Context: an optimization exercise on an open-source flow, tuned for small area, a short achievable clock period and few clock cycles. The choices shown serve that exercise and are no tape-out recipe.

==> flow/design.v <==
module pipeline (
	input  wire        clk,
	input  wire        rst_n,
	output wire [31:0] imem_addr,
	input  wire [31:0] imem_rdata,
	output reg  [31:0] dmem_addr,
	output reg  [31:0] dmem_wdata,
	output reg         dmem_we,
	output reg         dmem_byte,
	input  wire [31:0] dmem_rdata
);
	reg  [31:0] pc;
	reg         e_wen, e_load, e_store, e_br, e_jalr, e_link, e_pred;
	reg         e_alu, e_sub, e_sra, e_byte;
	reg  [2:0]  e_f3;
	reg  [4:0]  e_rd;
	reg  [31:0] e_a, e_b, e_aux;
	reg         w_wen, w_load, w_lb;
	reg  [4:0]  w_rd;
	reg  [31:0] rf [1:31];
	assign imem_addr = pc;
	wire [31:0] inst = imem_rdata;
	wire [4:0]  rs1 = inst[19:15];
	wire [4:0]  rs2 = inst[24:20];
	wire [4:0]  rd  = inst[11:7];
	wire [2:0]  f3  = inst[14:12];
	wire d_jal   = inst[3];
	wire d_jalr  = inst[6] & inst[2] & ~inst[3];
	wire d_br    = inst[6] & ~inst[2];
	wire d_lui   = ~inst[6] & inst[2];
	wire d_load  = ~inst[5] & ~inst[4];
	wire d_store = ~inst[6] & inst[5] & ~inst[4];
	wire d_opimm = ~inst[5] & inst[4];
	wire d_op    = inst[5] & inst[4] & ~inst[2];
	wire d_use1  = ~d_lui & ~d_jal;
	wire d_use2  = d_op | d_br | d_store;
	wire d_wr    = d_op | d_opimm | d_load | d_lui | d_jal | d_jalr;
	wire d_wen   = d_wr & (rd != 5'd0);
	wire d_alu   = d_op | d_opimm;
	wire d_sub   = d_br | (d_alu & ~f3[2] & f3[1]) | (d_op & inst[30] & (f3 == 3'b000));
	wire [31:0] e_bx  = e_b ^ {32{e_sub}};
	wire [31:0] e_sum = e_a + e_bx + {31'd0, e_sub};
	wire        e_sd  = e_a[31] ^ e_b[31];
	wire        e_lt  = e_sd ? e_a[31] : e_sum[31];
	wire        e_ltu = e_sd ? e_b[31] : e_sum[31];
	wire        e_eq  = (e_a == e_b);
	wire [2:0]  e_rsel = e_alu ? e_f3 : 3'b000;
	wire        e_left = ~e_f3[2];
	wire [4:0]  e_sh   = e_b[4:0];
	reg  [31:0] e_srev;
	integer k;
	always @(*) for (k = 0; k < 32; k = k + 1) e_srev[k] = e_a[31 - k];
	wire [31:0] e_sin  = e_left ? e_srev : e_a;
	wire        e_fill = e_sra & e_a[31] & ~e_left;
	wire [31:0] e_sr   = $signed({e_fill, e_sin}) >>> e_sh;
	reg  [31:0] e_srr;
	always @(*) for (k = 0; k < 32; k = k + 1) e_srr[k] = e_sr[31 - k];
	wire [31:0] e_shift = e_left ? e_srr : e_sr;
	reg  [31:0] e_alu_out;
	always @(*) begin
		case (e_rsel)
			3'b000: e_alu_out = e_sum;
			3'b001: e_alu_out = e_shift;
			3'b010: e_alu_out = {31'd0, e_lt};
			3'b011: e_alu_out = {31'd0, e_ltu};
			3'b100: e_alu_out = e_a ^ e_b;
			3'b101: e_alu_out = e_shift;
			3'b110: e_alu_out = e_a | e_b;
			default: e_alu_out = e_a & e_b;
		endcase
	end
	wire [31:0] e_res = e_link ? e_aux : e_alu_out;
	wire e_cond  = e_f3[2] ? (e_f3[1] ? e_ltu : e_lt) : e_eq;
	wire e_taken = e_cond ^ e_f3[0];
	wire redirect = e_jalr | (e_br & (e_taken ^ e_pred));
	wire [31:0] e_target = e_jalr ? {e_sum[31:1], 1'b0} : e_aux;
	wire [31:0] w_data = w_load ? (w_lb ? {24'd0, dmem_rdata[31:24]} : dmem_rdata) : dmem_addr;
	wire fe1 = e_wen & (e_rd == rs1);
	wire fw1 = w_wen & (w_rd == rs1);
	wire fe2 = e_wen & (e_rd == rs2);
	wire fw2 = w_wen & (w_rd == rs2);
	wire [31:0] rf1 = (rs1 == 5'd0) ? 32'd0 : rf[rs1];
	wire [31:0] rf2 = (rs2 == 5'd0) ? 32'd0 : rf[rs2];
	wire [31:0] rs1v = fe1 ? e_res : fw1 ? w_data : rf1;
	wire [31:0] rs2v = fe2 ? e_res : fw2 ? w_data : rf2;
	wire stall = e_load & e_wen & ((d_use1 & (e_rd == rs1)) | (d_use2 & (e_rd == rs2)));
	wire go    = ~redirect & ~stall;
	wire [31:0] imm_b_op = d_lui ? {inst[31:12], 12'd0}
	                             : {{20{inst[31]}}, inst[31:25], d_store ? inst[11:7] : inst[24:20]};
	wire [31:0] imm_jb = d_jal ? {{12{inst[31]}}, inst[19:12], inst[20], inst[30:21], 1'b0}
	                           : {{20{inst[31]}}, inst[7], inst[30:25], inst[11:8], 1'b0};
	wire [31:0] pc_tgt = pc + imm_jb;
	wire [31:0] pc_4   = pc + 32'd4;
	wire        d_pred = d_jal | (d_br & inst[31]);
	always @(posedge clk or negedge rst_n) begin
		if (!rst_n) begin
			pc <= 32'd0;
			e_wen <= 1'b0; e_load <= 1'b0; e_store <= 1'b0; e_br <= 1'b0; e_jalr <= 1'b0;
			dmem_we <= 1'b0; w_wen <= 1'b0;
		end else begin
			if (redirect)    pc <= e_target;
			else if (!stall) pc <= d_pred ? pc_tgt : pc_4;
			e_wen   <= go & d_wen;
			e_load  <= go & d_load;
			e_store <= go & d_store;
			e_br    <= go & d_br;
			e_jalr  <= go & d_jalr;
			dmem_we <= e_store;
			w_wen   <= e_wen;
		end
	end
	always @(posedge clk) begin
		e_link <= d_jal | d_jalr;
		e_pred <= d_pred;
		e_alu  <= d_alu;
		e_sub  <= d_sub;
		e_sra  <= inst[30];
		e_byte <= ~f3[1];
		e_f3   <= f3;
		e_rd   <= rd;
		e_a    <= d_lui ? 32'd0 : rs1v;
		e_b    <= (d_op | d_br) ? rs2v : imm_b_op;
		e_aux  <= d_store ? rs2v : (d_br & ~inst[31]) ? pc_tgt : pc_4;
		dmem_addr  <= e_res;
		dmem_wdata <= e_aux;
		dmem_byte  <= e_byte;
		w_rd   <= e_rd;
		w_load <= e_load;
		w_lb   <= e_byte;
		if (w_wen) rf[w_rd] <= w_data;
	end
endmodule
make LEC_CHECK=0 CAP_MARGIN=20 CELL_PAD_IN_SITES_DETAIL_PLACEMENT=1 CELL_PAD_IN_SITES_GLOBAL_PLACEMENT=1 CORE_MARGIN=2 CORE_UTILIZATION=55 SETUP_SLACK_MARGIN=5 SLEW_MARGIN=20 finish   # period 10.0 ns
run.sh (not shown) runs the stock make flow with config.mk's settings and CLKGATE_MAP_FILE= SYNTH_SCRIPT=/design/flow/synth_recipe.tcl, a recipe that flattens the netlist after the stock synthesis.
The starting point completed without violations.
Next try:
- CELL_PAD_IN_SITES_DETAIL_PLACEMENT: 1 -> 2
- CELL_PAD_IN_SITES_GLOBAL_PLACEMENT: 1 -> 2
- CORE_UTILIZATION: 55 -> 35
- SETUP_SLACK_MARGIN: 5 -> default
Result:
- design area climbs by 1.7%
- count of clock-buffer cells in the layout climbs by 9
- final cell count came out higher by 14%
- wire length goes up by 12%
Function was not checked in any run of this note: the RTL went through the layout flow alone.

==> port drivers added, routing unchanged <==
In the flow no input, the clock included, has a driving cell. The finished layouts below were timed again as built, in two steps. Step 1: set_driving_cell puts a clkbuf_16 on clk and a buf_2 on each other input, an assumption about the parent block. Step 2 adds t to the input delays and takes it off the output delays; t is the mean of the earliest and latest rising clock arrival at the registers after step 1. Input paths then give back, and output paths get back, about the clock's delay inside the block. a / b / c = no drivers / after step 1 / after step 2; a / b = the first two.
| run | t, ns | setup WS [ns] | latest minus earliest clock arrival (ns) |
|---|---|---|---|
| the first run | 0.829 | 4.918 / 4.939 / 4.110 | 0.044 / 0.044 |
| the second run | 0.886 | 3.847 / 3.847 / 3.193 | 0.064 / 0.064 |
After both steps every run listed still meets setup and hold. The setup slack of the first run, which loses most, moves by +0.021 ns with the drivers and by -0.808 ns with both steps.
